This is an optimization exercise on Yosys and OpenROAD, whose aim is small area and a short achievable clock period, not a production implementation.
Only simulation tests tie the RTL to the original design; equivalence was not proved.
Power and IR drop assume default switching activity.

## flow/design.v

```verilog
module ks_carry #(parameter W = 16) (
    input [W-1:0] x,
    input [W-1:0] y,
    input cin,
    output [W:0] c
);
    localparam L = (W <= 2) ? 1 : (W <= 4) ? 2 : (W <= 8) ? 3 : (W <= 16) ? 4 : 5;
    wire [W-1:0] G [0:L];
    wire [W-1:0] P [0:L];
    assign G[0] = (x & y) | {{(W-1){1'b0}}, (x[0] | y[0]) & cin};
    assign P[0] = x | y;
    genvar l, i;
    generate for (l = 0; l < L; l = l + 1) begin : LV
        for (i = 0; i < W; i = i + 1) begin : B
            if (i >= (1 << l)) begin : M
                assign G[l+1][i] = G[l][i] | (P[l][i] & G[l][i-(1<<l)]);
                assign P[l+1][i] = P[l][i] & P[l][i-(1<<l)];
            end else begin : T
                assign G[l+1][i] = G[l][i];
                assign P[l+1][i] = P[l][i];
            end
        end
    end endgenerate
    assign c = {G[L], cin};
endmodule
module alu_16bit (
    input [15:0] a,
    input [15:0] b,
    input [3:0] op,
    output [15:0] alu
);
wire [3:0] ex_op = op;
wire [16:0] ca, cs;
ks_carry #(16) u_ca (.x(a), .y(b), .cin(1'b0), .c(ca));
ks_carry #(16) u_cs (.x(a), .y(~b), .cin(1'b1), .c(cs));
wire [15:0] add_raw = a ^ b ^ ca[15:0];
wire add_ov = ~(a[15] ^ b[15]) & (add_raw[15] ^ a[15]);
wire [15:0] add_res = add_ov ? (a[15] ? 16'h8000 : 16'h7fff) : add_raw;
wire [15:0] sub_raw = a ^ ~b ^ cs[15:0];
wire sub_ovq = (a[15] ^ b[15]) & (sub_raw[15] == a[15]);    
wire [15:0] sub_res = (a[15] ^ b[15]) ? (a[15] ? 16'h8000 : 16'h7fff) : sub_raw;
wire [15:0] xor_res = a ^ b;
wire [8:0] rc1, rc2, rk;
ks_carry #(8) u_r1 (.x(a[7:0]), .y(b[7:0]), .cin(1'b0), .c(rc1));
ks_carry #(8) u_r2 (.x(a[15:8]), .y(b[15:8]), .cin(1'b0), .c(rc2));
wire [7:0] red_s1 = a[7:0] ^ b[7:0] ^ rc1[7:0];
wire [7:0] red_s2 = a[15:8] ^ b[15:8] ^ rc2[7:0];
wire h1_8 = rc1[8] ^ a[8] ^ b[8];
wire h2_8 = rc2[8] ^ a[15] ^ b[15];
ks_carry #(8) u_rk (.x(red_s1), .y(red_s2), .cin(1'b0), .c(rk));
wire [9:0] red_f = {(h1_8 & h2_8) | (rk[8] & (h1_8 | h2_8)), h1_8 ^ h2_8 ^ rk[8], red_s1 ^ red_s2 ^ rk[7:0]};
wire [15:0] red_res = {{7{red_f[9]}}, red_f[8:0]};
wire [15:0] psa_res;
genvar gn;
generate for (gn = 0; gn < 4; gn = gn + 1) begin : PSA
    wire [3:0] an = a[4*gn+3:4*gn];
    wire [3:0] bn = b[4*gn+3:4*gn];
    wire [3:0] sn = an + bn;
    wire ovn = ~(an[3] ^ bn[3]) & (sn[3] ^ an[3]);
    assign psa_res[4*gn+3:4*gn] = ovn ? (an[3] ? 4'b1111 : 4'b0111) : sn;
end endgenerate
wire [3:0] sh = b[3:0];
wire [15:0] sll_res = a << sh;
wire [31:0] sra_w = {{16{a[15]}}, a} >> sh;
wire [15:0] sra_res = sra_w[15:0];
wire [31:0] ror_w = {a, a} >> sh;
wire [15:0] ror_res = ror_w[15:0];
wire [15:0] llb_res = (a & 16'hff00) | b;
wire [15:0] lhb_res = (a & 16'h00ff) | b;
reg [15:0] alu_r;
always @(*) begin
    case (ex_op)
        4'h0, 4'h8, 4'h9, 4'hE: alu_r = add_res;
        4'h1: alu_r = sub_res;
        4'h2: alu_r = xor_res;
        4'h3: alu_r = red_res;
        4'h7: alu_r = psa_res;
        4'hA: alu_r = llb_res;
        4'hB: alu_r = lhb_res;
        4'h4: alu_r = sll_res;
        4'h5: alu_r = sra_res;
        default: alu_r = ror_res;
    endcase
end
assign alu = alu_r;
endmodule
module flag_unit (
    input [15:0] a,
    input [15:0] b,
    input [3:0] op,
    output z,
    output n,
    output v
);
wire [16:0] ca, cs;
ks_carry #(16) u_ca (.x(a), .y(b), .cin(1'b0), .c(ca));
ks_carry #(16) u_cs (.x(a), .y(~b), .cin(1'b1), .c(cs));
wire same = ~(a[15] ^ b[15]);
wire add_ov = same & (ca[15] ^ a[15]);
wire n_add = same ? a[15] : ~ca[15];
wire sub_ovq = ~same & (cs[15] == a[15]);
wire n_sub = same ? ~cs[15] : a[15];
wire [8:0] rc1, rc2, rk;
ks_carry #(8) u_r1 (.x(a[7:0]), .y(b[7:0]), .cin(1'b0), .c(rc1));
ks_carry #(8) u_r2 (.x(a[15:8]), .y(b[15:8]), .cin(1'b0), .c(rc2));
wire [7:0] red_s1 = a[7:0] ^ b[7:0] ^ rc1[7:0];
wire [7:0] red_s2 = a[15:8] ^ b[15:8] ^ rc2[7:0];
wire h1_8 = rc1[8] ^ a[8] ^ b[8];
wire h2_8 = rc2[8] ^ a[15] ^ b[15];
ks_carry #(8) u_rk (.x(red_s1), .y(red_s2), .cin(1'b0), .c(rk));
wire red_c = (h1_8 & h2_8) | (rk[8] & (h1_8 | h2_8));
wire [3:0] sh = b[3:0];
wire [15:0] sll_res = a << sh;
wire [31:0] sra_w = {{16{a[15]}}, a} >> sh;
wire [15:0] axb = a ^ b;
wire [15:0] aob = a | b;
wire z_addraw = ~axb[0] & (&(axb[15:1] ~^ aob[14:0]));    
wire z_add = z_addraw & ~(a[15] & b[15]);
wire z_eq = (axb == 16'h0);
reg z_r;
always @(*) begin
    case (op[2:0])
        3'd0: z_r = z_add;
        3'd1, 3'd2: z_r = z_eq;
        3'd4: z_r = (sll_res == 16'h0);
        3'd5: z_r = (sra_w[15:0] == 16'h0);
        default: z_r = (a == 16'h0);
    endcase
end
assign z = z_r;
assign n = op[0] ? n_sub : n_add;
assign v = add_ov | sub_ovq | red_c;
endmodule
module cpu (
    input clk, rst,
    output hlt,
    output [15:0] pc,
    output [15:0] mem_addr,
    output mem_enable,
    output mem_wr,
    output [15:0] mem_data_in,
    input [15:0] mem_data_out,
    input mem_data_valid
);
reg [15:0] pc_q;
reg [15:0] id_pc, id_instr;
reg [15:0] ex_pc, ex_instr, ex_rd1, ex_rd2;
reg        ex_regwrite;
reg [15:0] mem_alu, mem_rd2;
reg [3:0]  mem_rd;
reg        mem_memread, mem_memwrite, mem_regwrite, mem_halt;
reg [15:0] wb_alu, wb_mdo;
reg [3:0]  wb_rd;
reg        wb_regwrite, wb_memtoreg, wb_halt;
reg        fz, fv, fn;
wire [15:0] wb_data = wb_memtoreg ? wb_mdo : wb_alu;
wire [3:0] id_op = id_instr[15:12];
wire id_nop = (id_instr == 16'h4000);
wire id_isLB = (id_op == 4'hA) | (id_op == 4'hB);
wire id_rtsel = (id_op == 4'h8) | (id_op == 4'h9) | (id_op == 4'h4) | (id_op == 4'h5) | (id_op == 4'h6);
wire [3:0] id_rs = id_isLB ? id_instr[11:8] : id_instr[7:4];
wire [3:0] id_rt = id_rtsel ? id_instr[11:8] : id_instr[3:0];
wire id_regwrite = ~id_nop & ~((id_op == 4'h9) | (id_op == 4'hC) | (id_op == 4'hD) | (id_op == 4'hF));
wire id_halt = (id_op == 4'hF);
wire id_isB = (id_op == 4'hC);
wire id_isBR = (id_op == 4'hD);
wire id_isBranch = id_isB | id_isBR;
reg [15:0] rf [1:15];
integer ri;
always @(posedge clk) begin
    if (rst) begin
        for (ri = 1; ri < 16; ri = ri + 1) rf[ri] <= 16'h0;
    end else if (wb_regwrite && wb_rd != 4'd0) begin
        rf[wb_rd] <= wb_data;
    end
end
wire [15:0] rf_r1 = (id_rs == 4'd0) ? 16'h0 : rf[id_rs];
wire [15:0] rf_r2 = (id_rt == 4'd0) ? 16'h0 : rf[id_rt];
wire [15:0] id_rd1 = (wb_regwrite && wb_rd == id_rs) ? wb_data : rf_r1;
wire [15:0] id_rd2_rf = (wb_regwrite && wb_rd == id_rt) ? wb_data : rf_r2;
wire [15:0] mem_dout;
wire [15:0] drd0, drd1;
wire dW0, dW1;
reg dcur;
wire dcache_stall;
wire id_load_to_save = mem_memread & (id_op == 4'h9);
wire [15:0] id_rd2 = id_load_to_save ? mem_dout : id_rd2_rf;
wire stall = id_isBranch & mem_memread & (id_rs == mem_rd);
wire [2:0] bc = id_instr[11:9];
wire Zf, Vf, Nf;
reg bcond;
always @(*) begin
    case (bc)
        3'b000: bcond = ~Zf;
        3'b001: bcond = Zf;
        3'b010: bcond = ~Zf & ~Nf;
        3'b011: bcond = Nf;
        3'b100: bcond = Nf | (~Zf & ~Nf);
        3'b101: bcond = Nf | Zf;
        3'b110: bcond = Vf;
        default: bcond = 1'b1;
    endcase
end
wire taken = id_isBranch & bcond;
wire flush = taken;
wire [15:0] pc_p2_raw = pc_q + 16'd2;
wire pc_p2_ov = ~pc_q[15] & pc_p2_raw[15];
wire [15:0] pc_p2 = pc_p2_ov ? 16'h8000 : pc_p2_raw;
wire [15:0] boff = {{6{id_instr[8]}}, id_instr[8:0], 1'b0};
wire [15:0] tgt_raw = pc_q + boff;
wire tgt_ov = ~(pc_q[15] ^ boff[15]) & (tgt_raw[15] ^ pc_q[15]);
wire [15:0] tgt = tgt_ov ? (tgt_raw[15] ? 16'h8000 : 16'h7fff) : tgt_raw;
wire [15:0] next_pc = (id_isB & taken) ? tgt : (id_isBR & taken) ? id_rd1 : pc_p2;
wire [3:0] ex_op = ex_instr[15:12];
wire ex_nop = (ex_instr == 16'h4000);
wire ex_isLB = (ex_op == 4'hA) | (ex_op == 4'hB);
wire ex_isSave = (ex_op == 4'h9);
wire ex_isMem = (ex_op == 4'h8) | (ex_op == 4'h9);
wire ex_rtsel = ex_isMem | (ex_op == 4'h4) | (ex_op == 4'h5) | (ex_op == 4'h6);
wire [3:0] ex_rs = ex_isLB ? ex_instr[11:8] : ex_instr[7:4];
wire [3:0] ex_rt = ex_rtsel ? ex_instr[11:8] : ex_instr[3:0];
wire [3:0] ex_rd = ex_instr[11:8];
wire ex_alusrc = ~ex_nop & (ex_rtsel | ex_isLB);
wire [15:0] ex_imm = ex_isMem ? {10'b0, ex_instr[3], ex_instr[3:0], 1'b0} :
                     (ex_op == 4'hA) ? {8'b0, ex_instr[7:0]} :
                     (ex_op == 4'hB) ? {ex_instr[7:0], 8'b0} :
                     {12'b0, ex_instr[3:0]};
wire ex_flag_en = ~ex_nop & ((ex_op == 4'h0) | (ex_op == 4'h1) | (ex_op == 4'h2) |
                             (ex_op == 4'h4) | (ex_op == 4'h5) | (ex_op == 4'h6));
wire ex_isPCS = (ex_op == 4'hE);
wire mem_fwd = mem_regwrite & (mem_rd != 4'd0);
wire wb_fwd = wb_regwrite & (wb_rd != 4'd0);
reg l2u;
reg sa_mem, sa_wb, sa_pc, sa_rd1;             
reg sb_mem, sb_wb, sb_two, sb_imm, sb_rd2;     
wire id_fb_dis = id_isLB | (id_op == 4'h9);
wire id_isPCS = (id_op == 4'hE);
wire id_alusrc = ~id_nop & (id_rtsel | id_isLB);
wire ex_fwd = ex_regwrite & (ex_rd != 4'd0);
wire ex_isLoad = (ex_op == 4'h8);
wire fa10_adv = ex_fwd & (ex_rd == id_rs);
wire l2u_adv = ex_isLoad & (ex_rd == id_rs);
wire fa01_adv = mem_fwd & (mem_rd == id_rs);
wire fb10_adv = ex_fwd & (ex_rd == id_rt) & ~id_fb_dis;
wire fb01_adv = mem_fwd & (mem_rd == id_rt) & ~id_fb_dis;
wire l2u_fl_adv = ex_isLoad & (ex_rd == 4'd0);
wire l2u_fl_hold = mem_memread & (mem_rd == 4'd0);
wire a_nf = ~fa10_adv & ~fa01_adv;
wire b_nf = ~fb10_adv & ~fb01_adv;
always @(posedge clk) begin
    if (rst | flush) begin
        sa_mem <= 1'b0; sa_wb <= 1'b0; sa_pc <= 1'b0; sa_rd1 <= 1'b0;
        sb_mem <= 1'b0; sb_wb <= 1'b0; sb_two <= 1'b0; sb_imm <= 1'b0; sb_rd2 <= 1'b0;
        l2u <= rst ? 1'b0 : dcache_stall ? l2u_fl_hold : l2u_fl_adv;
    end else if (~dcache_stall) begin
        sa_mem <= fa10_adv; sa_wb <= ~fa10_adv & fa01_adv;
        sa_pc <= a_nf & id_isPCS; sa_rd1 <= a_nf & ~id_isPCS;
        sb_mem <= fb10_adv; sb_wb <= ~fb10_adv & fb01_adv;
        sb_two <= b_nf & id_isPCS; sb_imm <= b_nf & ~id_isPCS & id_alusrc;
        sb_rd2 <= b_nf & ~id_isPCS & ~id_alusrc;
        l2u <= l2u_adv;
    end
end
wire [15:0] a_fwd = ({16{sa_mem}} & mem_alu) | ({16{sa_wb}} & wb_data) |
                    ({16{sa_pc}} & ex_pc) | ({16{sa_rd1}} & ex_rd1);
wire [15:0] a = l2u ? mem_dout : a_fwd;
wire [15:0] b = ({16{sb_mem}} & mem_alu) | ({16{sb_wb}} & wb_data) | {14'b0, sb_two, 1'b0} |
                ({16{sb_imm}} & ex_imm) | ({16{sb_rd2}} & ex_rd2);
wire [15:0] alu;
wire z_new, n_new, alu_err;
alu_16bit u_alu (.a(a), .b(b), .op(ex_op), .alu(alu));
flag_unit u_fl (.a(a), .b(b), .op(ex_op), .z(z_new), .n(n_new), .v(alu_err));
wire zen = ex_flag_en & (ex_instr != 16'h0);
wire vnen = zen & ((ex_op == 4'h0) | (ex_op == 4'h1));
assign Zf = zen ? z_new : fz;
assign Vf = vnen ? alu_err : fv;
assign Nf = vnen ? n_new : fn;
always @(posedge clk) begin
    fz <= ~rst & Zf; fv <= ~rst & Vf; fn <= ~rst & Nf;
end
wire mem_to_mem = mem_memwrite & wb_fwd & (wb_rd == mem_rd);
wire [15:0] mem_din = mem_to_mem ? wb_mdo : mem_rd2;
wire dread = mem_memread, dwrite = mem_memwrite;
wire dacc = dread | dwrite;
wire iread = ~stall;    
wire [15:0] daddr = mem_alu;
wire [1:0] iset = pc_q[5:4];
wire [1:0] dset = daddr[5:4];
reg [9:0] it0 [0:3], it1 [0:3], dt0 [0:3], dt1 [0:3];
reg [3:0] iv0, iv1, il0, il1, dv0, dv1, dl0, dl1;
reg iml0, imv0, iml1, imv1, dml0, dmv0, dml1, dmv1;
reg icur;
reg [3:0] ireq, dreq;
reg [2:0] irecv, drecv;
wire itw = icur & (ireq == 4'd11);
wire dtw = dcur & (dreq == 4'd11);
wire iV0 = (pc_q[15:6] == it0[iset]) & iv0[iset] & ~itw;
wire iV1 = (pc_q[15:6] == it1[iset]) & iv1[iset] & ~itw;
assign dW0 = (daddr[15:6] == dt0[dset]) & dv0[dset] & ~dtw;
assign dW1 = (daddr[15:6] == dt1[dset]) & dv1[dset] & ~dtw;
wire imiss = ~(iV0 | iV1) & iread;
wire dmiss = ~(dW0 | dW1) & dacc;
wire inext = icur ? (ireq != 4'd11) : imiss;
wire dnext = dcur ? (dreq != 4'd11) : dmiss;
wire ibusy = icur | imiss;
wire dbusy = dcur | dmiss;
wire iww0 = ~iml0 | imv0;
wire iww1 = (~iml1 & ~iww0) | imv1;
wire dww0 = ~dml0 | dmv0;
wire dww1 = (~dml1 & ~dww0) | dmv1;
wire ifill = icur & imiss & mem_data_valid;
wire [4:0] iwidx = {iset, irecv};
wire iwe0 = ifill & iww0;
wire iwe1 = ifill & iww1;
wire dfillv = dmiss & mem_data_valid;
wire dde = dwrite | (dcur & dfillv);
wire dwsel = dmiss ? mem_data_valid : 1'b1;
wire [4:0] dwidx = {dset, dmiss ? drecv : daddr[3:1]};
wire dwe0 = dde & (dW0 | dww0) & dwsel;
wire dwe1 = dde & (dW1 | dww1) & dwsel;
wire [15:0] dwdata = dfillv ? mem_data_out : mem_din;
wire [4:0] iridx = {iset, pc_q[3:1]};
wire [4:0] dridx = {dset, daddr[3:1]};
wire [16*32-1:0] ic0f, ic1f, dc0f, dc1f;
genvar gw;
generate for (gw = 0; gw < 32; gw = gw + 1) begin : W
    reg [15:0] i0, i1, d0, d1;
    always @(posedge clk) begin
        if (rst) begin
            i0 <= 16'h0; i1 <= 16'h0; d0 <= 16'h0; d1 <= 16'h0;
        end else begin
            if (iwe0 && iwidx == gw) i0 <= mem_data_out;
            if (iwe1 && iwidx == gw) i1 <= mem_data_out;
            if (dwe0 && dwidx == gw) d0 <= dwdata;
            if (dwe1 && dwidx == gw) d1 <= dwdata;
        end
    end
    assign ic0f[16*gw +: 16] = i0;
    assign ic1f[16*gw +: 16] = i1;
    assign dc0f[16*gw +: 16] = d0;
    assign dc1f[16*gw +: 16] = d1;
end endgenerate
wire [31:0] isel = 32'b1 << iridx;
wire [31:0] dsel = 32'b1 << dridx;
wire [15:0] ird0, ird1;
genvar gb, gk;
generate for (gb = 0; gb < 16; gb = gb + 1) begin : RB
    wire [31:0] ci0, ci1, cd0, cd1;
    for (gk = 0; gk < 32; gk = gk + 1) begin : K
        assign ci0[gk] = ic0f[16*gk + gb];
        assign ci1[gk] = ic1f[16*gk + gb];
        assign cd0[gk] = dc0f[16*gk + gb];
        assign cd1[gk] = dc1f[16*gk + gb];
    end
    assign ird0[gb] = |(ci0 & isel);
    assign ird1[gb] = |(ci1 & isel);
    assign drd0[gb] = |(cd0 & dsel);
    assign drd1[gb] = |(cd1 & dsel);
end endgenerate
wire [15:0] if_instr = (ibusy | dbusy) ? 16'h4000 : (iV0 ? ird0 : ird1);
assign mem_dout = dbusy ? 16'h0 : (dW0 ? drd0 : drd1);
integer mi;
always @(posedge clk) begin
    if (rst) begin
        for (mi = 0; mi < 4; mi = mi + 1) begin
            it0[mi] <= 10'h0; it1[mi] <= 10'h0; dt0[mi] <= 10'h0; dt1[mi] <= 10'h0;
        end
        iv0 <= 4'h0; iv1 <= 4'h0; il0 <= 4'h0; il1 <= 4'h0;
        dv0 <= 4'h0; dv1 <= 4'h0; dl0 <= 4'h0; dl1 <= 4'h0;
    end else begin
        if (itw & iww0) begin it0[iset] <= pc_q[15:6]; iv0[iset] <= 1'b1; il0[iset] <= iml0; end
        if (itw & iww1) begin it1[iset] <= pc_q[15:6]; iv1[iset] <= 1'b1; il1[iset] <= iml0; end
        if (dtw & dww0) begin dt0[dset] <= daddr[15:6]; dv0[dset] <= 1'b1; dl0[dset] <= dml0; end
        if (dtw & dww1) begin dt1[dset] <= daddr[15:6]; dv1[dset] <= 1'b1; dl1[dset] <= dml0; end
    end
end
always @(posedge clk) begin
    if (rst) begin
        iml0 <= 1'b0; imv0 <= 1'b0; iml1 <= 1'b0; imv1 <= 1'b0;
        dml0 <= 1'b0; dmv0 <= 1'b0; dml1 <= 1'b0; dmv1 <= 1'b0;
        icur <= 1'b0; ireq <= 4'd0; irecv <= 3'd0;
        dcur <= 1'b0; dreq <= 4'd0; drecv <= 3'd0;
    end else begin
        iml0 <= il0[iset]; imv0 <= iv0[iset]; iml1 <= il1[iset]; imv1 <= iv1[iset];
        dml0 <= dl0[dset]; dmv0 <= dv0[dset]; dml1 <= dl1[dset]; dmv1 <= dv1[dset];
        icur <= inext;
        dcur <= dnext;
        if (ireq == 4'd11) ireq <= 4'd0;
        else if (inext) ireq <= icur ? (imiss ? ireq + 4'd1 : ireq) : 4'd1;
        if (dreq == 4'd11) dreq <= 4'd0;
        else if (dnext) dreq <= dcur ? (dmiss ? dreq + 4'd1 : dreq) : 4'd1;
        irecv <= (icur & imiss & mem_data_valid) ? irecv + 3'd1 : 3'd0;
        drecv <= (dcur & dmiss & mem_data_valid) ? drecv + 3'd1 : 3'd0;
    end
end
assign dcache_stall = dacc & dbusy;
wire icache_stall = iread & ibusy;
assign mem_addr = imiss ? {pc_q[15:4], ireq[2:0], 1'b0} :
                  dmiss ? {daddr[15:4], dreq[2:0], 1'b0} : 16'h0;
assign mem_enable = ibusy | dbusy;
assign mem_wr = dwrite & ~dbusy;
assign mem_data_in = mem_din;
always @(posedge clk) begin
    if (rst) pc_q <= 16'h0;
    else if (~stall & ~id_halt & ~(dcache_stall | icache_stall)) pc_q <= next_pc;
    if (rst) begin
        id_pc <= 16'h0; id_instr <= 16'h0;
    end else if (~(stall | dcache_stall)) begin
        id_pc <= flush ? 16'h0 : pc_q;
        id_instr <= flush ? 16'h4000 : if_instr;
    end
    if (rst) begin
        ex_pc <= 16'h0; ex_rd1 <= 16'h0; ex_rd2 <= 16'h0;
    end else if (~dcache_stall) begin
        ex_pc <= id_pc; ex_rd1 <= id_rd1; ex_rd2 <= id_rd2;
    end
    if (rst | flush) begin
        ex_instr <= 16'h0; ex_regwrite <= 1'b0;
    end else if (~dcache_stall) begin
        ex_instr <= id_instr; ex_regwrite <= id_regwrite;
    end
    if (rst) begin
        mem_alu <= 16'h0; mem_rd2 <= 16'h0; mem_rd <= 4'h0;
        mem_memread <= 1'b0; mem_memwrite <= 1'b0; mem_regwrite <= 1'b0; mem_halt <= 1'b0;
    end else if (~dcache_stall) begin
        mem_alu <= alu; mem_rd2 <= ex_rd2; mem_rd <= ex_rd;
        mem_memread <= (ex_op == 4'h8); mem_memwrite <= (ex_op == 4'h9);
        mem_regwrite <= ex_regwrite; mem_halt <= (ex_op == 4'hF);
    end
    if (rst) begin
        wb_alu <= 16'h0; wb_mdo <= 16'h0; wb_rd <= 4'h0;
        wb_regwrite <= 1'b0; wb_memtoreg <= 1'b0; wb_halt <= 1'b0;
    end else if (~dcache_stall) begin
        wb_alu <= mem_alu; wb_mdo <= mem_dout; wb_rd <= mem_rd;
        wb_regwrite <= mem_regwrite; wb_memtoreg <= mem_memread; wb_halt <= mem_halt;
    end
end
assign hlt = wb_halt;
assign pc = pc_q;
endmodule
```

## flow/flow/run.sh

```bash
#!/bin/bash
set -euo pipefail
bash standard.sh SETUP_SLACK_MARGIN=8 finish > standard_flow.log 2>&1
```

## flow/standard.sh

```bash
#!/bin/bash
# synth_recipe.tcl (not shown) runs the flow's synth.tcl, then flattens the netlist and writes it again
# the make line also repeats each setting of config.mk as NAME=value (left out here)
make -C /OpenROAD-flow-scripts/flow DESIGN_CONFIG=/design/flow/config.mk WORK_HOME=/design/flow/orfs CLKGATE_MAP_FILE= SYNTH_SCRIPT=/design/flow/synth_recipe.tcl "${@:-finish}"
```

## flow/config.mk

```make
export PLATFORM = sky130hd
export DESIGN_NAME = cpu
export DESIGN_NICKNAME = cpu
export VERILOG_FILES = /design/flow/design.v
export SDC_FILE = /design/flow/constraint.sdc
export NUM_CORES = 4
export LEC_CHECK = 0
export CAP_MARGIN = 20
export CORE_MARGIN = 2
export CORE_UTILIZATION = 50
export CTS_CLUSTER_DIAMETER = 70
export CTS_CLUSTER_SIZE = 26
export PLACE_DENSITY = 0.75
export SLEW_MARGIN = 20
```

## flow/constraint.sdc

```tcl
create_clock -name core_clock -period 14.2 [get_ports {clk}]
set_input_delay 2.8400 -clock core_clock [delete_from_list [all_inputs] [get_ports {clk}]]
set_output_delay 2.8400 -clock core_clock [all_outputs]
set_load 0.01 [all_outputs]
```

==> impl_metrics.json, run 1 <==
{
  "rr_worst_depth": 27,
  "hold_path.class": "flip-flop to flip-flop",
  "vias": 127000,
  "grt_max_degree": 235,
  "async_reset_ff_frac": 0,
  "postSynthAreaPerCell_um2": 7.85,
  "skew_ns": 0.0813,
  "grt_pass1_wl_um": 766000,
  "ir_drop_uv": 138,
  "die_h_um": 505,
  "hold-worst-slack_ns": 0.457,
  "startpoint_type": "flip-flop",
  "synth_edf_count": 414,
  "fp.dieW_um": 505,
  "coreArea_mm2": 0.249,
  "grt_overflow": 0,
  "drive_above_1_share": 0.103,
  "die_area_mm2": 0.255,
  "cts_tree": "done",
  "io_buffers": 68,
  "min_period_ns": 7.17,
  "ys_ff_latch": 2726,
  "cellPowerDensity_mw_per_mm2": 96.8,
  "slew-limit-headroom": 0.0866,
  "fmax_mhz": 139,
  "htree_num_levels": 4,
  "initial_core_util": 0.504,
  "rows": 183,
  "cp.arrival_ns": 7.96,
  "tightest_slew_ns": 1.36,
  "tns_ns": 0,
  "crit_buf_inv": 9,
  "rsz0062_at_grt": "yes",
  "nNetsFinal": 15600,
  "path_common_cell": "buf_4",
  "setup.worst_path.end_class": "flip-flop",
  "cts-root-buf": "clkbuf_16",
  "drv_cap": 0,
  "maxSlewViolCount": 0,
  "design.portCount": 70,
  "antenna_found_initial": 22,
  "synth_cells": 16000,
  "power_mw": 13.5,
  "gp_congestion": 1.06,
  "cp_top_family": "buffers and inverters",
  "place_area_mm2": 0.129,
  "drtPass1Iterations": 13,
  "grt_pass1_vias": 112000,
  "ys.flop_type": "dfxtp_1",
  "postRouteAntennaNets": 0,
  "post-dp-hpwl_um": 323000,
  "cts.sinks": 2726,
  "synth_area_leaders": "dfxtp_1 (37%), edfxtp_1 (9.9%), a21oi_1 (9.3%)",
  "drcViolationCount": 0,
  "yosysWarnings": 5,
  "worst-path-stages": 27,
  "cp_max_fo": 23,
  "grt_usage": 0.399,
  "cp_data_required_time_ns": 14.99,
  "cts_buffers": 151,
  "final_area_mm2": 0.140,
  "synth_top_area_share": 0.369,
  "power_leakage_nw": 47.0,
  "clockBufferDepth": 3,
  "insertion_delay_ns": 0.91,
  "ys_types": 110,
  "drt_iter0_drc": 24400,
  "slowest_delay_ns": 0.70,
  "r2r_setup_slack_ns": 7.03,
  "holdPathStages": 2,
  "dp_slack_ns": 4.81,
  "avgRoutedWirePerCell_um": 28.6,
  "status": "timing/DRC/antenna clean",
  "syn_to_final_growth_pct": 11.6,
  "fin_ws_ns": 7.03,
  "vias_per_cell": 6.70,
  "post-route-period-util": 0.505,
  "hold_buffers": 0,
  "critPathKind": "flip-flop to flip-flop",
  "routed_wl_um": 540000,
  "synth_area_leader_cell": "dfxtp_1",
  "yosysSeqAreaShare": 0.468,
  "hold_violations": 0,
  "clkTransAtPathRegs_ns": 0.10,
  "cp_slowest_cell": "a211oi_2",
  "syn_area_mm2": 0.125,
  "setup_viol": 0
}
-- worst register-to-register path, delay by kind of cell (launching register included) --
kind / cells / cell delay (ns)
compound gates: 7 / 1.84
xor+xnor: 1 / 0.38
fa+ha+maj: 3 / 0.69
buf+inv: 9 / 2.04
flops: 1 / 0.45
mux: 1 / 0.37
simple gates: 6 / 1.31
-- metal layers --
layer / vias up / wire (µm) / track usage
li1: 53800 / - / -
met1: 58600 / 184000 / 0.500
met2: 11200 / 214000 / 0.560
met3: 3015 / 92700 / 0.156
met4: 18 / 49300 / 0.276
met5: - / 341 / 0.00469
-- power breakdown --
part	switching, mW	internal [mW]
Sequential	0.0240	7.86
Clock	2.97	2.37
Combinational	0.273	0.0492
-- per-stage QoR --
| step | util | cells |
|---|---|---|
| 2_1_floorplan | - | 16000 |
| 3_3_place_gp | 0.517 | 18400 |
| 3_5_place_dp | 0.517 | 18400 |
| 5_1_grt | 0.562 | 18900 |
| 4_1_cts | 0.554 | 18800 |
| 6_report | 0.562 | 18900 |
-- Yosys cell counts, drive strengths merged (35+ instances only) --
cell type     n
a22o        195
a22oi       424
dfxtp      2312
a31oi        63
nor2       2836
buf         241
clkbuf     1181
nand3       514
nor3        114
mux2i       257
a21o         43
xnor2       115
o21ai       202
ha          114
nor4         60
a21oi      2327
xor2         37
and2         92
a222oi       35
a311oi       85
and3        116
a211oi      109
mux4         42
inv         195
nand2      2963
nand4       201
a221oi      164
edfxtp      414
-- layout make-up --
type	count	area, µm²
Fill cell	22200	109000
Multi-Input combinational cell	11700	63900
Sequential cell	2726	58800
Timing Repair Buffer	705	7010
Tap cell	3330	4170
Clock buffer	174	4030
Clock inverter	93	1280
Inverter	202	769
Antenna cell	16	40.0
-- placed cells by master (no fill, tap or decap), types with 155 or more instances in the layout --
| master | synthesis | routed |
|---|---|---|
| nor2_1 | 2833 | 2729 |
| a22o_1 | 195 | 195 |
| a221oi_1 | 164 | 156 |
| o21ai_0 | 182 | 155 |
| edfxtp_1 | 414 | 414 |
| buf_4 | 16 | 519 |
| inv_1 | 193 | 183 |
| nand4_1 | 200 | 200 |
| a21oi_1 | 2320 | 2264 |
| mux2i_1 | 257 | 213 |
| dfxtp_1 | 2312 | 2292 |
| a22oi_1 | 423 | 423 |
| nand3_1 | 514 | 485 |
| clkbuf_16 | 0 | 165 |
| nand2_1 | 2960 | 2914 |
-- logic make-up (layout without fill, tap and decap cells) --
logic type,count (synthesis),count (layout),synth area share
adder cells (fa/ha/maj),123,123,0.0128
other,1,30,0.0000299
XOR/XNOR,152,152,0.0106
AND/OR/NAND/NOR,7076,7080,0.233
AO/OA/AOI/OAI,3949,3949,0.194
buffers and inverters,1624,1174,0.0504
flip-flops,2726,2726,0.468
multiplexers,327,333,0.0307
-- flip-flops by register name, summed over array words and instances (netlist names), 40 cells and up, named ones only --
| register | flops |
|---|---|
| W.d0 | 512 |
| W.d1 | 512 |
| W.i0 | 512 |
| W.i1 | 512 |
| rf | 253 |
| dt0 | 40 |
| dt1 | 40 |
| it0 | 40 |
| it1 | 40 |
-- path summary, 6_finish.rpt --
kind / startpoint / endpoint
max: mem_alu[5]$_SDFFE_PP0N_ / pc_q[10]$_SDFFE_PP0P_
min: W[18].i0[9]$_SDFFE_PP0P_ / W[18].i0[9]$_SDFFE_PP0P_
max reg2reg: mem_alu[5]$_SDFFE_PP0N_ / pc_q[10]$_SDFFE_PP0P_
min reg2reg: W[18].i0[9]$_SDFFE_PP0P_ / W[18].i0[9]$_SDFFE_PP0P_
-- timing repair --
item | 4_1_cts | 5_1_grt
pin swaps | 131 | 91
resized for setup | 547 | 214
endpoints found under the setup margin | 943 | 261
cloned | 26 | 12
setup buffers | 133 | 80
==> run 2, diff against run 1 <==
--- a/flow/config.mk
+++ b/flow/config.mk
@@ -10,5 +10,7 @@
 export CORE_UTILIZATION = 50
-export CTS_CLUSTER_DIAMETER = 70
-export CTS_CLUSTER_SIZE = 26
+export CTS_CLUSTER_DIAMETER = 60
+export CTS_CLUSTER_SIZE = 22
 export PLACE_DENSITY = 0.75
 export SLEW_MARGIN = 20
+export SYNTH_HIERARCHICAL = 1
+export SYNTH_MINIMUM_KEEP_SIZE = 0
==> impl_metrics.json, run 2 <==
{
  "crit_buf_inv": 4,
  "antenna_found_initial": 20,
  "grt_pass1_wl_um": 709000,
  "status": "timing/DRC/antenna clean",
  "drive_above_1_share": 0.132,
  "worst-path-stages": 26,
  "cts-root-buf": "clkbuf_16",
  "htree_num_levels": 4,
  "fmax_mhz": 142,
  "crit_start": "mem_alu[11]$_SDFFE_PP0N_",
  "design.portCount": 70,
  "rr_endpoint": "pc_q[2]$_SDFFE_PP0P_",
  "fin_ws_ns": 7.13,
  "hold_violations": 0,
  "fin_util": 0.560,
  "rows": 186,
  "ir_drop_uv": 111,
  "gp_congestion": 1.02,
  "nNetsFinal": 13500,
  "post-route-period-util": 0.498,
  "final_common_cell": "dfxtp_1",
  "hold-worst-slack_ns": 0.454,
  "syn_area_mm2": 0.129,
  "place_inst": 16300,
  "cp_slowest_cell": "dfxtp_1",
  "fillers": 21800,
  "cp_max_fo": 16,
  "postSynthAreaPerCell_um2": 9.42,
  "cts_buffers": 165,
  "cellPowerDensity_mw_per_mm2": 95.1,
  "cp.arrival_ns": 7.82,
  "syn_to_final_growth_pct": 11.5,
  "grt_usage": 0.359,
  "vias_per_cell": 6.74,
  "maxSlewViolCount": 0,
  "cp_data_required_time_ns": 14.96,
  "cts.sinks": 2726,
  "fp.dieW_um": 511,
  "final_area_mm2": 0.144,
  "setup.worst_path.end_class": "flip-flop",
  "power_leakage_nw": 53.6,
  "clockBufferDepth": 3,
  "cts_tree": "done",
  "slowest_delay_ns": 0.80,
  "grt_max_degree": 242,
  "initial_core_util": 0.502,
  "grt_pass1_vias": 104000,
  "critPathKind": "flip-flop to flip-flop",
  "routed_wl_um": 500000,
  "tns_ns": 0,
  "setup_viol": 0,
  "skew_ns": 0.0632,
  "reg2reg_from": "mem_alu[11]$_SDFFE_PP0N_",
  "r2r_setup_slack_ns": 7.13,
  "post-dp-hpwl_um": 289000,
  "io_buffers": 68,
  "crit_end": "pc_q[2]$_SDFFE_PP0P_",
  "rr_worst_depth": 26,
  "final_cells": 16900,
  "drv_cap": 0,
  "power_mw": 13.7,
  "rsz0062_at_grt": "yes",
  "drt_iter0_drc": 20200,
  "grt_overflow": 0,
  "yosysWarnings": 11,
  "drcViolationCount": 0,
  "vias": 114000,
  "clkTransAtPathRegs_ns": 0.08,
  "startpoint_type": "flip-flop",
  "postRouteAntennaNets": 0,
  "slew-limit-headroom": 0.157,
  "tightest_slew_ns": 1.26,
  "drtPass1Iterations": 17,
  "synth_cells": 13700,
  "cp_top_family": "compound AO/OA/AOI/OAI gates",
  "min_period_ns": 7.07,
  "coreArea_mm2": 0.256,
  "die_h_um": 511,
  "dp_slack_ns": 4.84,
  "die_area_mm2": 0.261,
  "layout_common_cells": "dfxtp_1 (2295), mux2i_1 (1831), nand2_1 (1673)",
  "place_area_mm2": 0.132,
  "hold_path.class": "flip-flop to flip-flop",
  "insertion_delay_ns": 0.90,
  "avgRoutedWirePerCell_um": 29.6
}
[run 2: how the worst min path moves through the flow]
stage	start	end	depth (start not counted)
finish	mem_alu[7]$_SDFFE_PP0N_	mem_alu[7]$_SDFFE_PP0N_	2
global route	W[29].d1[6]$_SDFFE_PP0P_	W[29].d1[6]$_SDFFE_PP0P_	2
CTS	mem_alu[7]$_SDFFE_PP0N_	mem_alu[7]$_SDFFE_PP0N_	2
detailed placement	id_pc[10]$_SDFFE_PP0N_	id_pc[10]$_SDFFE_PP0N_	2
global placement	mem_rd2[10]$_SDFFE_PP0N_	mem_rd2[10]$_SDFFE_PP0N_	2
floorplan	mem_rd2[15]$_SDFFE_PP0N_	mem_rd2[15]$_SDFFE_PP0N_	2
[run 2: where the power goes]
| part | internal, mW | leakage, nW | switching [mW] | total (mW) |
|---|---|---|---|---|
| Clock | 2.48 | 2.69 | 2.90 | 5.39 |
| Combinational | 0.0912 | 28.0 | 0.285 | 0.376 |
| Sequential | 7.86 | 22.9 | 0.0279 | 7.89 |
| Total | 10.4 | 53.6 | 3.22 | 13.7 |
[run 2: per-layer routing]
metal | vias to the layer above | track usage | share of wire
met4 | 22 | 0.195 | 0.071
met1 | 54300 | 0.477 | 0.37
li1 | 48200 | - | -
met3 | 2159 | 0.122 | 0.16
met5 | - | 0 | 0.00066
met2 | 9075 | 0.512 | 0.41
[run 2: tightest hold or removal path, cell delays in order (launching register included)]
cell	delay (ns)
dfxtp_1	0.31
nand2_1	0.05
a21oi_1	0.05
[run 2: final cells by class]
class                      instances  area, µm²  area share
clock buffer                     199       4490      0.0313
timing repair buffer             741       7090      0.0494
antenna                           15       37.5    0.000262
multi-input combinational       9603      67400       0.469
sequential                      2726      58800       0.409
inverter                         141        544     0.00379
clock inverter                    78        988     0.00689
timing repair inverter             1       5.00   0.0000349
tap                             3384       4230      0.0295
[run 2: what timing repair did]
item,CTS,global route
gates cloned,28,14
setup endpoints to repair,132,124
hold buffers,0,0
pin swaps,162,102
buffers inserted,208,69
resized for setup,568,174
==> run 3, diff against run 2 <==
--- a/flow/design.v
+++ b/flow/design.v
@@ -25,2 +25,19 @@
 endmodule
+module red_unit (
+    input [15:0] a,
+    input [15:0] b,
+    output [15:0] res,
+    output c9
+);
+wire [8:0] rc1, rc2, rk;
+ks_carry #(8) u_r1 (.x(a[7:0]), .y(b[7:0]), .cin(1'b0), .c(rc1));
+ks_carry #(8) u_r2 (.x(a[15:8]), .y(b[15:8]), .cin(1'b0), .c(rc2));
+wire [7:0] s1 = a[7:0] ^ b[7:0] ^ rc1[7:0];
+wire [7:0] s2 = a[15:8] ^ b[15:8] ^ rc2[7:0];
+wire h1_8 = rc1[8] ^ a[8] ^ b[8];
+wire h2_8 = rc2[8] ^ a[15] ^ b[15];
+ks_carry #(8) u_rk (.x(s1), .y(s2), .cin(1'b0), .c(rk));
+assign c9 = (h1_8 & h2_8) | (rk[8] & (h1_8 | h2_8));
+assign res = {{7{c9}}, h1_8 ^ h2_8 ^ rk[8], s1 ^ s2 ^ rk[7:0]};
+endmodule
 module alu_16bit (
@@ -29,2 +46,3 @@
     input [3:0] op,
+    input [15:0] red_res,
     output [15:0] alu
@@ -42,12 +60,2 @@
 wire [15:0] xor_res = a ^ b;
-wire [8:0] rc1, rc2, rk;
-ks_carry #(8) u_r1 (.x(a[7:0]), .y(b[7:0]), .cin(1'b0), .c(rc1));
-ks_carry #(8) u_r2 (.x(a[15:8]), .y(b[15:8]), .cin(1'b0), .c(rc2));
-wire [7:0] red_s1 = a[7:0] ^ b[7:0] ^ rc1[7:0];
-wire [7:0] red_s2 = a[15:8] ^ b[15:8] ^ rc2[7:0];
-wire h1_8 = rc1[8] ^ a[8] ^ b[8];
-wire h2_8 = rc2[8] ^ a[15] ^ b[15];
-ks_carry #(8) u_rk (.x(red_s1), .y(red_s2), .cin(1'b0), .c(rk));
-wire [9:0] red_f = {(h1_8 & h2_8) | (rk[8] & (h1_8 | h2_8)), h1_8 ^ h2_8 ^ rk[8], red_s1 ^ red_s2 ^ rk[7:0]};
-wire [15:0] red_res = {{7{red_f[9]}}, red_f[8:0]};
 wire [15:0] psa_res;
@@ -90,2 +98,3 @@
     input [3:0] op,
+    input red_c,
     output z,
@@ -102,11 +111,2 @@
 wire n_sub = same ? ~cs[15] : a[15];
-wire [8:0] rc1, rc2, rk;
-ks_carry #(8) u_r1 (.x(a[7:0]), .y(b[7:0]), .cin(1'b0), .c(rc1));
-ks_carry #(8) u_r2 (.x(a[15:8]), .y(b[15:8]), .cin(1'b0), .c(rc2));
-wire [7:0] red_s1 = a[7:0] ^ b[7:0] ^ rc1[7:0];
-wire [7:0] red_s2 = a[15:8] ^ b[15:8] ^ rc2[7:0];
-wire h1_8 = rc1[8] ^ a[8] ^ b[8];
-wire h2_8 = rc2[8] ^ a[15] ^ b[15];
-ks_carry #(8) u_rk (.x(red_s1), .y(red_s2), .cin(1'b0), .c(rk));
-wire red_c = (h1_8 & h2_8) | (rk[8] & (h1_8 | h2_8));
 wire [3:0] sh = b[3:0];
@@ -270,4 +270,15 @@
 wire z_new, n_new, alu_err;
-alu_16bit u_alu (.a(a), .b(b), .op(ex_op), .alu(alu));
-flag_unit u_fl (.a(a), .b(b), .op(ex_op), .z(z_new), .n(n_new), .v(alu_err));
+wire [15:0] red_f, red_0, red_1, red_z;
+wire rc_f, rc_0, rc_1, rc_z;
+red_unit u_rf (.a(a_fwd), .b(b), .res(red_f), .c9(rc_f));
+red_unit u_r0 (.a(drd0), .b(b), .res(red_0), .c9(rc_0));
+red_unit u_r1 (.a(drd1), .b(b), .res(red_1), .c9(rc_1));
+red_unit u_rz (.a(16'h0), .b(b), .res(red_z), .c9(rc_z));
+wire l2u_w0 = l2u & ~dcur & dW0;
+wire l2u_w1 = l2u & ~dcur & ~dW0 & dW1;
+wire l2u_z = l2u & ~l2u_w0 & ~l2u_w1;
+wire [15:0] red_res = ({16{~l2u}} & red_f) | ({16{l2u_w0}} & red_0) | ({16{l2u_w1}} & red_1) | ({16{l2u_z}} & red_z);
+wire red_c = (~l2u & rc_f) | (l2u_w0 & rc_0) | (l2u_w1 & rc_1) | (l2u_z & rc_z);
+alu_16bit u_alu (.a(a), .b(b), .op(ex_op), .red_res(red_res), .alu(alu));
+flag_unit u_fl (.a(a), .b(b), .op(ex_op), .red_c(red_c), .z(z_new), .n(n_new), .v(alu_err));
 wire zen = ex_flag_en & (ex_instr != 16'h0);
==> flow/flow/run.sh (replaced) <==
#!/bin/bash
set -euo pipefail
bash standard.sh SETUP_SLACK_MARGIN=9 finish > standard_flow.log 2>&1
--- a/flow/config.mk
+++ b/flow/config.mk
@@ -10,7 +10,5 @@
 export CORE_UTILIZATION = 50
-export CTS_CLUSTER_DIAMETER = 60
-export CTS_CLUSTER_SIZE = 22
+export CTS_CLUSTER_DIAMETER = 50
+export CTS_CLUSTER_SIZE = 16
 export PLACE_DENSITY = 0.75
 export SLEW_MARGIN = 20
-export SYNTH_HIERARCHICAL = 1
-export SYNTH_MINIMUM_KEEP_SIZE = 0
==> impl_metrics.json, run 3 <==
{
  "status": "timing/DRC/antenna clean",
  "synth_top_family_by_area": "simple AND/OR/NAND/NOR gates",
  "clockBufferDepth": 4,
  "power_leakage_nw": 54.1,
  "grt_max_degree": 203,
  "final_common_cell": "nand2_1",
  "rows": 186,
  "yosysWarnings": 5,
  "cp.arrival_ns": 7.87,
  "io_buffers": 68,
  "cts_tree": "done",
  "min_period_ns": 7.11,
  "synth_area_leader_cell": "dfxtp_1",
  "post-route-period-util": 0.501,
  "syn_area_mm2": 0.129,
  "cp_slowest_cell": "o211ai_1",
  "startpoint_type": "flip-flop",
  "async_reset_ff_frac": 0,
  "layout_common_cells": "nand2_1 (2928), nor2_1 (2776), a21oi_1 (2324)",
  "clkTransAtPathRegs_ns": 0.07,
  "synthXorXnorAreaFrac": 0.0145,
  "rsz0062_at_grt": "yes",
  "die_area_mm2": 0.262,
  "antenna_found_initial": 44,
  "ys_ff_latch": 2728,
  "synth_commonest_cells": "nand2_1 (2973), nor2_1 (2888), a21oi_1 (2376)",
  "synth.area.mux_share": 0.0288,
  "design.portCount": 70,
  "tns_ns": 0,
  "die_h_um": 512,
  "hold_buffers": 0,
  "cts.sinks": 2728,
  "r2r_setup_slack_ns": 7.09,
  "drcViolationCount": 0,
  "crit_start": "mem_alu[3]$_SDFFE_PP0N_",
  "vias": 134000,
  "fp.dieW_um": 512,
  "nNetsFinal": 16700,
  "yosys.area_share.simple": 0.249,
  "cts-root-buf": "clkbuf_16",
  "synth_edf_count": 416,
  "ir_drop_uv": 112,
  "power_mw": 16.2,
  "maxSlewViolCount": 0,
  "synth_fa_ha_area_frac": 0.0269,
  "skew_ns": 0.127,
  "post-dp-hpwl_um": 324000,
  "grt_usage": 0.416,
  "grt_overflow": 0,
  "insertion_delay_ns": 1.02,
  "yosysMostFrequentCell": "nand2_1",
  "coreArea_mm2": 0.257,
  "avgRoutedWirePerCell_um": 29.0,
  "synth_cells": 16500,
  "fmax_mhz": 141,
  "cp_data_required_time_ns": 14.95,
  "vias_per_cell": 6.71,
  "grt_pass1_vias": 121000,
  "setup_viol": 0,
  "initial_core_util": 0.502,
  "slowest_delay_ns": 0.82,
  "cts_buffers": 284,
  "synth_area_leaders": "dfxtp_1 (36%), edfxtp_1 (9.7%), a21oi_1 (9.2%)",
  "htree_num_levels": 5,
  "reg2reg_from": "mem_alu[3]$_SDFFE_PP0N_",
  "gp_congestion": 1.04,
  "drive_above_1_share": 0.142,
  "synth_top_area_share": 0.359,
  "drt_iter0_drc": 24900,
  "slew-limit-headroom": 0.0895,
  "min_from": "W[8].i0[4]$_SDFFE_PP0P_",
  "fillers": 21600,
  "cp_max_fo": 7,
  "yosysSeqAreaShare": 0.456,
  "postSynthAreaPerCell_um2": 7.80,
  "grt_pass1_wl_um": 819000,
  "setup.worst_path.end_class": "flip-flop",
  "drv_cap": 0,
  "routed_wl_um": 579000,
  "cellPowerDensity_mw_per_mm2": 106,
  "hold_violations": 0,
  "critPathKind": "flip-flop to flip-flop",
  "ys.flop_type": "dfxtp_1",
  "drtPass1Iterations": 12,
  "synth_compound_area_frac": 0.173,
  "postRouteAntennaNets": 0,
  "syn_to_final_growth_pct": 19.2,
  "ys_types": 101,
  "tightest_slew_ns": 1.33,
  "hold_path.class": "flip-flop to flip-flop"
}
[run 3: timing repair]
action / in CTS / in global routing
buffers inserted: 312 / 142
resized for setup: 845 / 335
gates cloned: 58 / 14
pin swaps: 174 / 156
endpoints found under the setup margin: 1317 / 367
[run 3: power by group]
group | leakage (nW) | internal, mW | switching (mW)
logic | 26.4 | 0.0610 | 0.268
clock network | 4.81 | 4.35 | 3.66
registers | 22.9 | 7.87 | 0.0244
[run 3: worst paths after layout]
| path | end | cells after the start |
|---|---|---|
| max | pc_q[7]$_SDFFE_PP0P_ | 28 |
| min | W[8].i0[4]$_SDFFE_PP0P_ | 2 |
| max reg2reg | pc_q[7]$_SDFFE_PP0P_ | 28 |
| min reg2reg | W[8].i0[4]$_SDFFE_PP0P_ | 2 |
[run 3: critical path: cells and delay by family, from the launching register on]
family | cells | cell delay [ns]
mux | 1 | 0.10
fa+ha+maj | 1 | 0.19
compound gates | 12 | 3.56
buf+inv | 8 | 1.10
flops | 1 | 0.41
simple gates | 5 | 1.30
xor+xnor | 1 | 0.27
[run 3: area by class of cell]
cell class | count | area, µm² | share of cell area
multi-input cells | 12100 | 68200 | 0.444
flip-flops and latches | 2728 | 58900 | 0.383
repair buffers | 1009 | 11000 | 0.0717
clock buffers | 328 | 7590 | 0.0494
well taps | 3384 | 4230 | 0.0276
clock inverters | 180 | 2360 | 0.0154
inverters | 302 | 1220 | 0.00793
diodes | 30 | 75.1 | 0.000489
[run 3: metrics by stage]
step                      cells  area (µm²)   util  setup slack [ns]  hold slack, ns
after floorplan           16500      130000      -              8.17           0.429
after global placement    18900      133000  0.517              4.80           0.438
after detailed placement  18900      133000  0.518              4.75           0.443
after CTS                 19800      150000  0.586              7.28           0.453
after global routing      20000      154000  0.598              7.08           0.468
final                     20000      154000  0.598              7.09           0.453
[run 3: kinds of logic (layout without fill, tap and decap cells)]
family | after synthesis | after routing
simple gates | 7643 | 7647
other cells | 1 | 46
buf+inv | 1763 | 1819
flops | 2728 | 2728
compound gates | 3673 | 3676
fa+ha+maj | 265 | 265
mux | 233 | 234
xor+xnor | 213 | 213
[run 3: layer usage]
layer  vias to the layer above  global-route usage  part of all wire  routed length, µm
met5                         -             0.00292           0.00088                508
met4                        36               0.318             0.097              56100
met3                      3492               0.162              0.17              97800
met2                     11800               0.578              0.39             228000
met1                     62300               0.517              0.34             197000
li1                      56500                   -                 -                  -
==> run 4, diff against run 3 <==
--- a/flow/design.v
+++ b/flow/design.v
@@ -25,19 +25,2 @@
 endmodule
-module red_unit (
-    input [15:0] a,
-    input [15:0] b,
-    output [15:0] res,
-    output c9
-);
-wire [8:0] rc1, rc2, rk;
-ks_carry #(8) u_r1 (.x(a[7:0]), .y(b[7:0]), .cin(1'b0), .c(rc1));
-ks_carry #(8) u_r2 (.x(a[15:8]), .y(b[15:8]), .cin(1'b0), .c(rc2));
-wire [7:0] s1 = a[7:0] ^ b[7:0] ^ rc1[7:0];
-wire [7:0] s2 = a[15:8] ^ b[15:8] ^ rc2[7:0];
-wire h1_8 = rc1[8] ^ a[8] ^ b[8];
-wire h2_8 = rc2[8] ^ a[15] ^ b[15];
-ks_carry #(8) u_rk (.x(s1), .y(s2), .cin(1'b0), .c(rk));
-assign c9 = (h1_8 & h2_8) | (rk[8] & (h1_8 | h2_8));
-assign res = {{7{c9}}, h1_8 ^ h2_8 ^ rk[8], s1 ^ s2 ^ rk[7:0]};
-endmodule
 module alu_16bit (
@@ -46,3 +29,3 @@
     input [3:0] op,
-    input [15:0] red_res,
+    input [9:0] osel,
     output [15:0] alu
@@ -60,2 +43,12 @@
 wire [15:0] xor_res = a ^ b;
+wire [8:0] rc1, rc2, rk;
+ks_carry #(8) u_r1 (.x(a[7:0]), .y(b[7:0]), .cin(1'b0), .c(rc1));
+ks_carry #(8) u_r2 (.x(a[15:8]), .y(b[15:8]), .cin(1'b0), .c(rc2));
+wire [7:0] red_s1 = a[7:0] ^ b[7:0] ^ rc1[7:0];
+wire [7:0] red_s2 = a[15:8] ^ b[15:8] ^ rc2[7:0];
+wire h1_8 = rc1[8] ^ a[8] ^ b[8];
+wire h2_8 = rc2[8] ^ a[15] ^ b[15];
+ks_carry #(8) u_rk (.x(red_s1), .y(red_s2), .cin(1'b0), .c(rk));
+wire [9:0] red_f = {(h1_8 & h2_8) | (rk[8] & (h1_8 | h2_8)), h1_8 ^ h2_8 ^ rk[8], red_s1 ^ red_s2 ^ rk[7:0]};
+wire [15:0] red_res = {{7{red_f[9]}}, red_f[8:0]};
 wire [15:0] psa_res;
@@ -77,17 +70,7 @@
 wire [15:0] lhb_res = (a & 16'h00ff) | b;
-reg [15:0] alu_r;
-always @(*) begin
-    case (ex_op)
-        4'h0, 4'h8, 4'h9, 4'hE: alu_r = add_res;
-        4'h1: alu_r = sub_res;
-        4'h2: alu_r = xor_res;
-        4'h3: alu_r = red_res;
-        4'h7: alu_r = psa_res;
-        4'hA: alu_r = llb_res;
-        4'hB: alu_r = lhb_res;
-        4'h4: alu_r = sll_res;
-        4'h5: alu_r = sra_res;
-        default: alu_r = ror_res;
-    endcase
-end
+wire [15:0] alu_r = ({16{osel[0]}} & add_res) | ({16{osel[1]}} & sub_res) |
+                    ({16{osel[2]}} & xor_res) | ({16{osel[3]}} & red_res) |
+                    ({16{osel[4]}} & psa_res) | ({16{osel[5]}} & llb_res) |
+                    ({16{osel[6]}} & lhb_res) | ({16{osel[7]}} & sll_res) |
+                    ({16{osel[8]}} & sra_res) | ({16{osel[9]}} & ror_res);
 assign alu = alu_r;
@@ -98,3 +81,2 @@
     input [3:0] op,
-    input red_c,
     output z,
@@ -111,2 +93,11 @@
 wire n_sub = same ? ~cs[15] : a[15];
+wire [8:0] rc1, rc2, rk;
+ks_carry #(8) u_r1 (.x(a[7:0]), .y(b[7:0]), .cin(1'b0), .c(rc1));
+ks_carry #(8) u_r2 (.x(a[15:8]), .y(b[15:8]), .cin(1'b0), .c(rc2));
+wire [7:0] red_s1 = a[7:0] ^ b[7:0] ^ rc1[7:0];
+wire [7:0] red_s2 = a[15:8] ^ b[15:8] ^ rc2[7:0];
+wire h1_8 = rc1[8] ^ a[8] ^ b[8];
+wire h2_8 = rc2[8] ^ a[15] ^ b[15];
+ks_carry #(8) u_rk (.x(red_s1), .y(red_s2), .cin(1'b0), .c(rk));
+wire red_c = (h1_8 & h2_8) | (rk[8] & (h1_8 | h2_8));
 wire [3:0] sh = b[3:0];
@@ -270,15 +261,23 @@
 wire z_new, n_new, alu_err;
-wire [15:0] red_f, red_0, red_1, red_z;
-wire rc_f, rc_0, rc_1, rc_z;
-red_unit u_rf (.a(a_fwd), .b(b), .res(red_f), .c9(rc_f));
-red_unit u_r0 (.a(drd0), .b(b), .res(red_0), .c9(rc_0));
-red_unit u_r1 (.a(drd1), .b(b), .res(red_1), .c9(rc_1));
-red_unit u_rz (.a(16'h0), .b(b), .res(red_z), .c9(rc_z));
-wire l2u_w0 = l2u & ~dcur & dW0;
-wire l2u_w1 = l2u & ~dcur & ~dW0 & dW1;
-wire l2u_z = l2u & ~l2u_w0 & ~l2u_w1;
-wire [15:0] red_res = ({16{~l2u}} & red_f) | ({16{l2u_w0}} & red_0) | ({16{l2u_w1}} & red_1) | ({16{l2u_z}} & red_z);
-wire red_c = (~l2u & rc_f) | (l2u_w0 & rc_0) | (l2u_w1 & rc_1) | (l2u_z & rc_z);
-alu_16bit u_alu (.a(a), .b(b), .op(ex_op), .red_res(red_res), .alu(alu));
-flag_unit u_fl (.a(a), .b(b), .op(ex_op), .red_c(red_c), .z(z_new), .n(n_new), .v(alu_err));
+reg [9:0] ex_osel;
+function [9:0] op_onehot(input [3:0] op);
+    case (op)
+        4'h0, 4'h8, 4'h9, 4'hE: op_onehot = 10'b0000000001;
+        4'h1: op_onehot = 10'b0000000010;
+        4'h2: op_onehot = 10'b0000000100;
+        4'h3: op_onehot = 10'b0000001000;
+        4'h7: op_onehot = 10'b0000010000;
+        4'hA: op_onehot = 10'b0000100000;
+        4'hB: op_onehot = 10'b0001000000;
+        4'h4: op_onehot = 10'b0010000000;
+        4'h5: op_onehot = 10'b0100000000;
+        default: op_onehot = 10'b1000000000;
+    endcase
+endfunction
+always @(posedge clk) begin
+    if (rst | flush) ex_osel <= 10'b0000000001;
+    else if (~dcache_stall) ex_osel <= op_onehot(id_op);
+end
+alu_16bit u_alu (.a(a), .b(b), .op(ex_op), .osel(ex_osel), .alu(alu));
+flag_unit u_fl (.a(a), .b(b), .op(ex_op), .z(z_new), .n(n_new), .v(alu_err));
 wire zen = ex_flag_en & (ex_instr != 16'h0);
==> flow/flow/run.sh (replaced) <==
#!/bin/bash
set -euo pipefail
bash standard.sh SETUP_SLACK_MARGIN=8 finish > standard_flow.log 2>&1
==> impl_metrics.json, run 4 <==
{
  "status": "timing/DRC/antenna clean",
  "hold_buffers": 0,
  "drcViolationCount": 0,
  "synth_top_family_by_area": "simple AND/OR/NAND/NOR gates",
  "power_mw": 16.2,
  "cp_slowest_cell": "or3b_4",
  "syn_area_mm2": 0.125,
  "grt_pass1_vias": 112000,
  "clockBufferDepth": 4,
  "nNetsFinal": 15300,
  "antenna_found_initial": 42,
  "cts_tree": "done",
  "cts-root-buf": "clkbuf_16",
  "synth_area_leaders": "dfxtp_1 (37%), edfxtp_1 (10%), a21oi_1 (9.5%)",
  "maxSlewViolCount": 0,
  "cts_buffers": 293,
  "fin_ws_ns": 6.84,
  "hold_path.class": "flip-flop to flip-flop",
  "gp_congestion": 1.05,
  "vias": 125000,
  "power_leakage_nw": 49.6,
  "drt_iter0_drc": 24900,
  "busiest_layer": "met2",
  "drive_above_1_share": 0.120,
  "setup_viol": 0,
  "ir_drop_uv": 150,
  "synth_fa_ha_area_frac": 0.0128,
  "synth.area.mux_share": 0.0453,
  "grt_overflow": 0,
  "initial_core_util": 0.503,
  "fmax_mhz": 136,
  "yosysSeqAreaShare": 0.471,
  "synth_compound_area_frac": 0.191,
  "die_area_mm2": 0.254,
  "ys_types": 119,
  "avgRoutedWirePerCell_um": 29.7,
  "hold_violations": 0,
  "postSynthAreaPerCell_um2": 8.07,
  "die_h_um": 504,
  "fillers": 21800,
  "clkTransAtPathRegs_ns": 0.07,
  "cp_max_fo": 17,
  "design.portCount": 70,
  "io_buffers": 68,
  "min_period_ns": 7.36,
  "path_common_cell": "a21oi_1",
  "htree_num_levels": 5,
  "critical_path.cell_chain": "buf_8 > or3b_4 > nor2_2 > buf_4 > a22o_1 > nor3_1 > nand3_1 > a21oi_1 > nand2_2 > inv_1 > ha_1 > or3_1 > o211ai_1 > a311oi_2 > o31a_1 > inv_1 > o2111ai_1 > a21oi_1 > nor2b_1 > nor3_4 > buf_4 > a22o_4 > nand3b_1 > a21oi_1",
  "tns_ns": 0,
  "slowest_delay_ns": 0.48,
  "fp.dieW_um": 504,
  "vias_per_cell": 6.69,
  "grt_pass1_wl_um": 783000,
  "post-dp-hpwl_um": 340000,
  "cp_data_required_time_ns": 14.89,
  "synth_area_leader_cell": "dfxtp_1",
  "yosys.area_share.simple": 0.219,
  "synth_commonest_cells": "nor2_1 (2827), nand2_1 (2736), a21oi_1 (2369)",
  "insertion_delay_ns": 1.05,
  "grt_util_met2": 0.583,
  "startpoint_type": "flip-flop",
  "coreArea_mm2": 0.249,
  "drv_cap": 0,
  "tightest_slew_ns": 1.38,
  "setup.worst_path.end_class": "flip-flop",
  "globalRouteMet3Util": 0.165,
  "dp_slack_ns": 5.20,
  "cp.arrival_ns": 8.05,
  "critPathKind": "flip-flop to flip-flop",
  "yosysMostFrequentCell": "nor2_1",
  "post-route-period-util": 0.518,
  "grt_max_degree": 228,
  "crit_buf_inv": 5,
  "ys.flop_type": "dfxtp_1",
  "synth_edf_count": 415,
  "postRouteAntennaNets": 0,
  "cp_top_family": "simple AND/OR/NAND/NOR gates",
  "routed_wl_um": 555000,
  "syn_to_final_growth_pct": 14.0,
  "cts.sinks": 2737,
  "synth_cells": 15500,
  "layout_common_cells": "nor2_1 (2728), nand2_1 (2701), a21oi_1 (2346)",
  "drtPass1Iterations": 14,
  "final_common_cell": "nor2_1",
  "slew-limit-headroom": 0.0769,
  "ys_ff_latch": 2737,
  "rows": 183,
  "skew_ns": 0.124,
  "rsz0062_at_grt": "yes",
  "met1_usage": 0.517,
  "cellPowerDensity_mw_per_mm2": 113,
  "yosysWarnings": 4,
  "async_reset_ff_frac": 0,
  "grt_usage": 0.414,
  "synthXorXnorAreaFrac": 0.0108,
  "synth_top_area_share": 0.372
}
## run 4: timing repair
item                       in CTS  in global routing
cloned                         24                  7
gates resized for setup       287                295
hold endpoints to repair        0                  0
setup endpoints to repair     864                521
buffers inserted              101                 90
pin swaps                      67                101
## run 4: stage by stage
stage                     area [µm²]  utilization  instances  hold WS, ns
final                         143000        0.574      18700        0.423
after global routing          143000        0.573      18700        0.445
after CTS                     140000        0.565      18600        0.428
after detailed placement      129000        0.517      17900        0.445
after global placement        129000        0.517      17900        0.439
after floorplan               125000            -      15500        0.431
## run 4: area by class of cell
class,instances,area (µm²),share of cell area
Inverter,215,821,0.00576
Timing Repair Buffer,671,6060,0.0425
Sequential cell,2737,59000,0.414
Multi-Input combinational cell,11200,62800,0.441
Clock buffer,337,7850,0.0550
Antenna cell,32,80.1,0.000561
Clock inverter,158,1800,0.0126
Tap cell,3330,4170,0.0292
## run 4: path summary, 6_finish.rpt
check	from	end	slack, ns	cells after the start
worst min register to register	ex_rd2[0]$_SDFFE_PP0N_	mem_rd2[0]$_SDFFE_PP0N_	0.42	2
worst max register to register	mem_alu[4]$_SDFFE_PP0N_	l2u$_DFFE_PP_	6.84	24
worst min-delay path	ex_rd2[0]$_SDFFE_PP0N_	mem_rd2[0]$_SDFFE_PP0N_	0.42	2
worst max-delay path	mem_alu[4]$_SDFFE_PP0N_	l2u$_DFFE_PP_	6.84	24
## run 4: cells by family (layout without fill, tap and decap cells)
family / Yosys count / count (layout)
XOR/XNOR: 154 / 154
AND/OR/NAND/NOR: 6628 / 6635
flip-flops: 2737 / 2737
AO/OA/AOI/OAI: 3904 / 3917
multiplexers: 362 / 362
adder cells (fa/ha/maj): 123 / 123
other: 1 / 47
buffers and inverters: 1584 / 1381
## run 4: power by group
group,internal (mW),switching (mW),leakage (nW)
clock,4.36,3.53,4.70
sequential,7.90,0.0272,23.0
combinational,0.0677,0.276,21.9
total,12.3,3.83,49.6
## run 4: worst min-delay path, delay by kind of cell, from the launching register on
kind,cells,cell delay (ns)
flops,1,0.33
compound gates,1,0.05
simple gates,1,0.06
## run 4: per-layer routing
metal	wire length (µm)	up-vias	part of all wire
li1	-	52900	-
met1	191000	57900	0.34
met2	222000	11100	0.40
met3	92700	2983	0.17
met4	48900	46	0.088
met5	591	-	0.0011

-- port drivers added, routing unchanged --
The results above use ideal ports. As a check the final layouts listed here were re-extracted and re-timed, cells and wires unchanged. Step 1 sets driving cells, clkbuf_16 on the clock port and buf_2 on the other inputs (assumed; they add their load-dependent delay and slew). Step 2 also shifts input and output timing later by t, the mid clock arrival at the registers, as if the neighbouring blocks saw the same clock. Slacks: ideal ports / drivers / drivers and shift; pairs: ideal ports / drivers.
| run | shift t [ns] | setup WS [ns] | hold slack, ns | clock arrival spread, ns | worst slew at a driven data input, ns |
|---|---|---|---|---|---|
| run 1 | 0.970 | 7.028 / 7.028 / 7.028 | 0.457 / 0.457 / 0.457 | 0.090 / 0.090 | 0.08 |
| run 2 | 0.975 | 7.134 / 7.134 / 7.134 | 0.454 / 0.454 / 0.454 | 0.074 / 0.075 | 0.14 |
| run 3 | 1.055 | 7.088 / 7.080 / 7.088 | 0.453 / 0.453 / 0.453 | 0.127 / 0.127 | 0.34 |
| run 4 | 1.092 | 6.840 / 6.840 / 6.840 | 0.423 / 0.423 / 0.423 | 0.124 / 0.124 | 0.10 |
After both steps every run listed still meets setup and hold.
